Source: an optimization exercise on an open RTL-to-GDS flow (aim: a short achievable clock period and few clock cycles). Production flows keep margins and buffers that such runs may drop. Function was checked by simulation only, so behaviour that the tests miss may differ from the original.

`constraint.sdc`:
```
create_clock -name core_clock -period 6.8 [get_ports {i_clk}]
set_input_delay 1.3600 -clock core_clock [delete_from_list [all_inputs] [get_ports {i_clk}]]
set_output_delay 1.3600 -clock core_clock [all_outputs]
set_load 0.01 [all_outputs]
```
`run.sh`:
```
#!/bin/bash
# synth_recipe.tcl (not shown) runs the flow's synth.tcl, then flattens the netlist and writes it again
# the make line also repeats each setting of config.mk as NAME=value (left out here)
make -C /OpenROAD-flow-scripts/flow DESIGN_CONFIG=/design/flow/config.mk WORK_HOME=/design/flow/orfs CLKGATE_MAP_FILE= SYNTH_SCRIPT=/design/flow/synth_recipe.tcl finish
```
`design.v`:
```
module core #(                              
	parameter ADDR_W = 32,
	parameter INST_W = 32,
	parameter DATA_W = 32
)(
	input                   i_clk,
	input                   i_rst_n,
	output [ ADDR_W-1 : 0 ] o_i_addr,
	input  [ INST_W-1 : 0 ] i_i_inst,
	output                  o_d_wen,
	output [ ADDR_W-1 : 0 ] o_d_addr,
	output [ DATA_W-1 : 0 ] o_d_wdata,
	input  [ DATA_W-1 : 0 ] i_d_rdata,
	output [        1 : 0 ] o_status,
	output                  o_status_valid
);
parameter IDLE = 3'd0, INST = 3'd1, ALU = 3'd2, WAIT = 3'd3, LS = 3'd4;
parameter OP_LW = 6'd1;
parameter OP_SW = 6'd2;
parameter OP_ADD = 6'd3;
parameter OP_SUB = 6'd4;
parameter OP_ADDI = 6'd5;
parameter OP_OR = 6'd6;
parameter OP_XOR = 6'd7;
parameter OP_BEQ = 6'd8;
parameter OP_BNE = 6'd9;
parameter OP_EOF = 6'd10;
parameter R_TYPE_SUCCESS = 2'd0;
parameter I_TYPE_SUCCESS = 2'd1;
parameter MIPS_OVERFLOW = 2'd2;
parameter MIPS_END = 2'd3;
reg [ ADDR_W-1 : 0 ] o_i_addr_r;
reg                  o_d_wen_r;
reg [ ADDR_W-1 : 0 ] o_d_addr_r;
reg [ DATA_W-1 : 0 ] o_d_wdata_r;
reg [        1 : 0 ] o_status_r;
reg                  o_status_valid_r;
reg [ ADDR_W-1 : 0 ] inst_tmp;
reg [2:0] state;
reg [2:0] state_n;
wire [    5 : 0 ] op;
wire [    4 : 0 ] s1;
wire [    4 : 0 ] s2;
wire [    4 : 0 ] s3;
wire [       14 : 0 ] im;
reg [   ADDR_W : 0 ] tmp;
reg [ DATA_W-1 : 0 ] reg_file [ DATA_W-1 : 0 ];
integer idx;
assign o_i_addr = o_i_addr_r;
assign o_d_wen = o_d_wen_r;
assign o_d_addr = o_d_addr_r;
assign o_d_wdata = o_d_wdata_r;
assign o_status = o_status_r;
assign o_status_valid = o_status_valid_r;
assign op = inst_tmp[31:26];
assign s2 = inst_tmp[25:21];
assign s1 = inst_tmp[20:16];
assign s3 = inst_tmp[15:11];
assign im = inst_tmp[15:0];
always@(*)begin
    case(state)
        IDLE:begin
            state_n = INST;
        end
        INST:begin
            state_n = ALU;
        end
        ALU:begin
            if(op == OP_EOF) state_n = IDLE;
            else if(op == OP_LW) state_n = WAIT;
            else state_n = LS;
        end
        WAIT:begin
            state_n = LS;
        end
        LS:begin
            state_n = INST;
        end
        default: state_n = IDLE;
    endcase 
end
always@(posedge i_clk or negedge i_rst_n) begin
    if(!i_rst_n) begin
        o_i_addr_r <= 32'd0;
        o_d_wen_r <= 1'b0;
        o_d_addr_r <= 32'd0;
        o_d_wdata_r <= 32'd0;
        o_status_r <= 2'd0;
        o_status_valid_r <= 1'b0;
        inst_tmp <= 32'd0;
        state <= IDLE;
        tmp <= 33'd0;
        for(idx = 0; idx < DATA_W; idx = idx + 1)begin
            reg_file[idx] <= 0;
        end
    end
    else begin
        state <= state_n;
        case(state)
            IDLE:begin
            end
            INST:begin
                o_status_r <= 0;
                o_status_valid_r <= 0;
                o_d_wen_r <= 0;
                inst_tmp <= i_i_inst;
            end
            ALU:begin
                case(op)
                    OP_LW:begin
                        o_d_addr_r <= reg_file[s2] + im;
                        o_i_addr_r <= o_i_addr + 32'd4;
                    end
                    OP_SW:begin
                        o_d_addr_r <= reg_file[s2] + im;
                        o_d_wdata_r <= reg_file[s1];
                        o_i_addr_r <= o_i_addr + 32'd4;
                    end
                    OP_ADD:begin
                        tmp <= reg_file[s2] + reg_file[s1];
                        o_i_addr_r <= o_i_addr + 32'd4;
                    end
                    OP_SUB:begin
                        tmp <= reg_file[s2] - reg_file[s1];
                        o_i_addr_r <= o_i_addr + 32'd4;
                    end
                    OP_ADDI:begin
                        tmp <= reg_file[s2] + im;
                        o_i_addr_r <= o_i_addr + 32'd4;
                    end
                    OP_OR:begin
                        reg_file[s3] <= reg_file[s2] | reg_file[s1];
                        o_i_addr_r <= o_i_addr + 32'd4;
                    end
                    OP_XOR:begin
                        reg_file[s3] <= reg_file[s2] ^ reg_file[s1];
                        o_i_addr_r <= o_i_addr + 32'd4;
                    end
                    OP_BEQ:begin
                        if(reg_file[s1] == reg_file[s2])begin
                            o_i_addr_r <= o_i_addr + 32'd4 + im;
                        end
                        else o_i_addr_r <= o_i_addr + 32'd4;
                    end
                    OP_BNE:begin
                        if(reg_file[s1] != reg_file[s2])begin
                            o_i_addr_r <= o_i_addr + 32'd4 + im;
                        end
                        else o_i_addr_r <= o_i_addr + 32'd4;
                    end
                    OP_EOF:begin
                        o_status_valid_r <= 1'b1;
                        o_status_r <= MIPS_END;
                    end
                    default:begin
                    end
                endcase
            end
            WAIT:begin
            end
            LS:begin
                o_status_valid_r <= 1'b1;
                case(op)
                    OP_LW:begin
                        o_status_r <= I_TYPE_SUCCESS;
                        reg_file[s1] <= i_d_rdata;
                    end
                    OP_SW:begin
                        o_status_r <= I_TYPE_SUCCESS;
                        o_d_wen_r <= 1'd1;
                    end
                    OP_ADD:begin
                        reg_file[s3] = tmp[ADDR_W-1 : 0];
                        if(tmp[ADDR_W]) o_status_r <= MIPS_OVERFLOW;
                        else o_status_r <= R_TYPE_SUCCESS;
                    end
                    OP_SUB:begin
                        reg_file[s3] <= tmp[ADDR_W-1 : 0];
                        if(reg_file[s2] < reg_file[s1]) o_status_r = MIPS_OVERFLOW;
                        else o_status_r <= R_TYPE_SUCCESS;
                    end
                    OP_ADDI:begin
                        reg_file[s1] <= tmp[ADDR_W-1 : 0];
                        if(tmp[ADDR_W]) o_status_r <= MIPS_OVERFLOW;
                        else o_status_r <= I_TYPE_SUCCESS;
                    end
                    OP_OR:begin
                        o_status_r <= R_TYPE_SUCCESS;
                    end
                    OP_XOR:begin
                        o_status_r <= R_TYPE_SUCCESS;
                    end
                    OP_BEQ:begin
                        o_status_r <= I_TYPE_SUCCESS;
                    end
                    OP_BNE:begin
                        o_status_r <= I_TYPE_SUCCESS;
                    end
                    default:begin
                    end
                endcase 
            end
        endcase
    end
end
endmodule
```
`config.mk`:
```
export PLATFORM = sky130hd
export DESIGN_NAME = core
export DESIGN_NICKNAME = core
export VERILOG_FILES = /design/flow/design.v
export SDC_FILE = /design/flow/constraint.sdc
export NUM_CORES = 4
export LEC_CHECK = 0
export CAP_MARGIN = 20
export CORE_MARGIN = 2
export CORE_UTILIZATION = 30
export SLEW_MARGIN = 20
```
==> summary.txt <==
-- how the worst max path moves through the flow --
stage / from / endpoint / slack [ns] / cells past startpoint
3_5_place_dp: inst_tmp[16]$_DFFE_PN0P_ / tmp[21]$_DFFE_PN0P_ / 0.12 / 27
6_report: inst_tmp[16]$_DFFE_PN0P_ / tmp[21]$_DFFE_PN0P_ / 0.16 / 26
4_1_cts: inst_tmp[16]$_DFFE_PN0P_ / tmp[21]$_DFFE_PN0P_ / 0.04 / 27
3_3_place_gp: inst_tmp[16]$_DFFE_PN0P_ / tmp[31]$_DFFE_PN0P_ / 0.13 / 27
5_1_grt: inst_tmp[16]$_DFFE_PN0P_ / tmp[21]$_DFFE_PN0P_ / 0.004 / 28
2_1_floorplan: inst_tmp[17]$_DFFE_PN0P_ / tmp[32]$_DFFE_PN0P_ / 1.22 / 24
-- cells in the mapped netlist (70+ instances only) --
cell and n:
a21oi_1 143, nor2_1 234, o21ai_0 1192, nand3_1 385, a22oi_1 579, buf_2 70, dfrtp_1 1192, inv_1 90
ha_1 128, xnor2_1 71, clkbuf_1 523, nand2_1 1544, nor3_1 81, nand4_1 184, and3_1 159
-- sequential cells by signal (all words and copies together), names as in the netlist --
register          flops
inst_tmp             32
o_d_addr_r           32
o_d_wdata_r          32
o_d_wen_r             1
o_i_addr_r           32
o_status_r            2
o_status_valid_r      1
reg_file           1024
state                 3
tmp                  33
-- kinds of logic after synthesis --
logic type	Yosys count	share of synthesized area, %
muxes	44	0.725
adders and majority gates	131	2.60
AOI/OAI and AO/OA	2394	23.6
and+or+nand+nor	2837	20.3
DFF	1192	46.7
xor gates and xnor gates	103	1.41
buffers and inverters	740	4.64
-- critical path, stage by stage, from the launching register on --
cell and delay, ns:
dfrtp_2 0.54, buf_4 0.21, or3b_2 0.47, nor2_2 0.19
clkbuf_8 0.43, a22oi_1 0.15, and4_1 0.17, a31oi_1 0.35
buf_4 0.24, inv_1 0.07, ha_1 0.29, a222oi_1 0.36
buf_4 0.19, inv_1 0.04, ha_1 0.28, a21o_1 0.18
a21o_1 0.21, a2111o_1 0.49, nand3_1 0.19, and2_1 0.20
nor2b_1 0.08, a21boi_0 0.40, buf_4 0.20, o21bai_1 0.06
a21oi_1 0.18, xor2_1 0.16, o21ai_0 0.08
-- through the flow --
stage	setup slack [ns]
6_report	0.157
2_1_floorplan	1.22
3_5_place_dp	0.125
3_3_place_gp	0.128
5_1_grt	0.00400
4_1_cts	0.0397
-- final cells by class --
type,instances,area share [%]
multi-input combinational,5509,41.5
sequential,1192,38.3
timing repair buffer,749,8.92
clock buffer,194,5.22
tap,2821,4.53
clock inverter,54,0.979
inverter,93,0.448
antenna,22,0.0707
-- routing by layer --
| layer | GRT usage [%] | vias up | wire [um] |
|---|---|---|---|
| met5 | 0.264 | - | 161 |
| met4 | 21.2 | 14 | 29000 |
| met3 | 11.6 | 1615 | 47700 |
| met2 | 47.8 | 5523 | 152000 |
| met1 | 42.3 | 32546 | 141000 |
| li1 | - | 27406 | - |
-- repair_timing --
item                                    4_1_cts  5_1_grt
gates resized for setup                       0        4
endpoints found under the hold margin         0        0
endpoints found under the setup margin        0        4
setup buffers                                 0        4
-- placed cells by master, fill, tap and decap left out, types with 35 or more instances in the layout --
master / Yosys / final
clkdlybuf4s50_1: 0 / 164
nor2_4: 0 / 43
nand4_1: 184 / 184
buf_4: 6 / 512
o21ai_0: 1192 / 1191
nand3_1: 385 / 383
a221oi_1: 35 / 35
dfrtp_1: 1192 / 1188
ha_1: 128 / 128
a22oi_1: 579 / 579
a21o_1: 38 / 38
buf_12: 0 / 69
xnor2_1: 71 / 71
and3_1: 159 / 158
nor3_1: 81 / 80
a22o_1: 60 / 60
clkbuf_16: 0 / 144
a2111oi_0: 46 / 46
nand2_1: 1544 / 1539
nor2_1: 234 / 185
inv_1: 90 / 90
a21oi_1: 143 / 141
==> flow_summary_export.csv <==
group,metric,value,unit
placement,gp_congestion,1.04,
cts,cts_sinks,1192,
cts,cts.clk_slew.worst_paths,0.07,ns
detailed_routing,drt_iter0_drc,11921,
synthesis,ys_ff_latch,1192,
detailed_routing,finalWirelength,370000,um
placement,placed_cells,10359,
placement,place_area,72900,um2
detailed_routing,drtPass1Iterations,12,
synthesis,synth_edf_count,0,
setup_path,worstPathRequired,7.46,ns
placement,numPortBuffers,165,
finish,drive_gt1_share,13.2,%
detailed_routing,vias,67104,
timing,fin_worst_skew,0.0468,ns
cts,clock_latency,0.84,ns
setup_path,startpoint_type,"flop",
die,dieArea,216000,um2
cts,cts_tree,"built",
die,initial_core_util,30.1,%
setup_path,r2r_cells,26,
cts,numCtsBuffers,140,
cts,cts_buffer_depth,3,
timing,period_needed,6.64,ns
setup_path,timing_worst_setup_path_type,"reg -> reg",
die,rows,169,
hold_path,holdCritPathClass,"in -> async",
finish,final_util,36.7,%
timing,tightestPinTransition,1.26,ns
die,chipWidth,465,um
timing,final_hold_viol_count,0,
synthesis,synth_warnings,2,
timing,maxSlewViolCount,0,
synthesis,async_flop_share,100,%
detailed_routing,vias_per_cell,6.31,
finish,final_cells,10634,
timing,setup_viol,0,
setup_path,r2r_end,"tmp[21]$_DFFE_PN0P_",
detailed_routing,route.detailed.wl_per_inst,34.8,um
timing,period_share,97.7,%
timing,fmax,151,MHz
global_routing,grt_pass1_vias,62607,
synthesis,synthCells,7441,
global_routing,grt.overflow.total,0,
placement,place_hpwl,252000,um
synthesis,syn_avg_cell_area,8.58,um2
global_routing,grt_usage,33.3,%
global_routing,grt_pass1_wl,510000,um
global_routing,grt_max_degree,172,
synthesis,synth_top_area_share,46.7,%
synthesis,post-synth-top-area-cell,"dfrtp_1",
setup_path,critPathCaptureType,"flop",
finish,fill_cells,21522,
synthesis,synth_cell_types,94,
synthesis,synthesis.area,63800,um2
run_status,status,"finished clean",
finish,register_area,29800,um2
setup_path,ff2ff_setup_slack,0.16,ns
die,io_pins,166,
timing,fin_tns_setup,0,ns
finish,fin_area,77900,um2
cts,clockRootBuffer,"clkbuf_16",
timing,hold_slack,0.447,ns
flow_run,maxCapViolations,0,
finish,area_growth,22.0,%
timing,slew_headroom,15.9,%
detailed_routing,drc,0,
cts,hold_buffers,0,
synthesis,synth_nets,7638,
synthesis,seq_area_frac_synth,46.7,%
setup_path,crit_path_max_fanout,15,
die,die_height,465,um
finish,multiInputGateArea,32300,um2
synthesis,synth_area_leaders,"dfrtp_1 47%, o21ai_0 9.3%, nand2_1 9.1%, a22oi_1 6.8%, clkbuf_1 3.1%",
cts,h-tree-depth,4,
detailed_routing,detail-route-antenna-nets,0,
finish,fin_nets,7882,
setup_path,cp.arrival,7.30,ns
timing,rsz0062_at_grt,"no",
setup_path,rr_startpoint,"inst_tmp[16]$_DFFE_PN0P_",
synthesis,synthFlopType,"dfrtp_1",
global_routing,antenna_found_initial,29,
die,core,212000,um2
Testbench counts, summed over its fixed seeds: cycles 63,632.

-- what the ideal ports hide --
No port has a modelled driver above. Below, the same layout with a new extraction and two added sets of constraints.
Step 1 sets driving cells, clkbuf_16 on the clock port and buf_2 on the other inputs (assumed; they add their load-dependent delay and slew).
Step 2 moves the port delays by t, midway between the first and last clock arrival at a register: inputs arrive t later, outputs are due t later. That takes back most of the time a late clock gives input paths.
Three values: ideal, step 1, step 2; two values: the first two.
shift t [ns]: 0.911
slack for setup (ns): 0.157 / 0.157 / 0.157
hold slack, ns: 0.447 / 0.424 / 0.477
worst setup path at the end: register to register
worst slew at a driven data input, ns: 0.08
After both steps this run still meets setup and hold. The setup slack of this run moves by 0.000 ns with the drivers and by 0.000 ns with both steps.
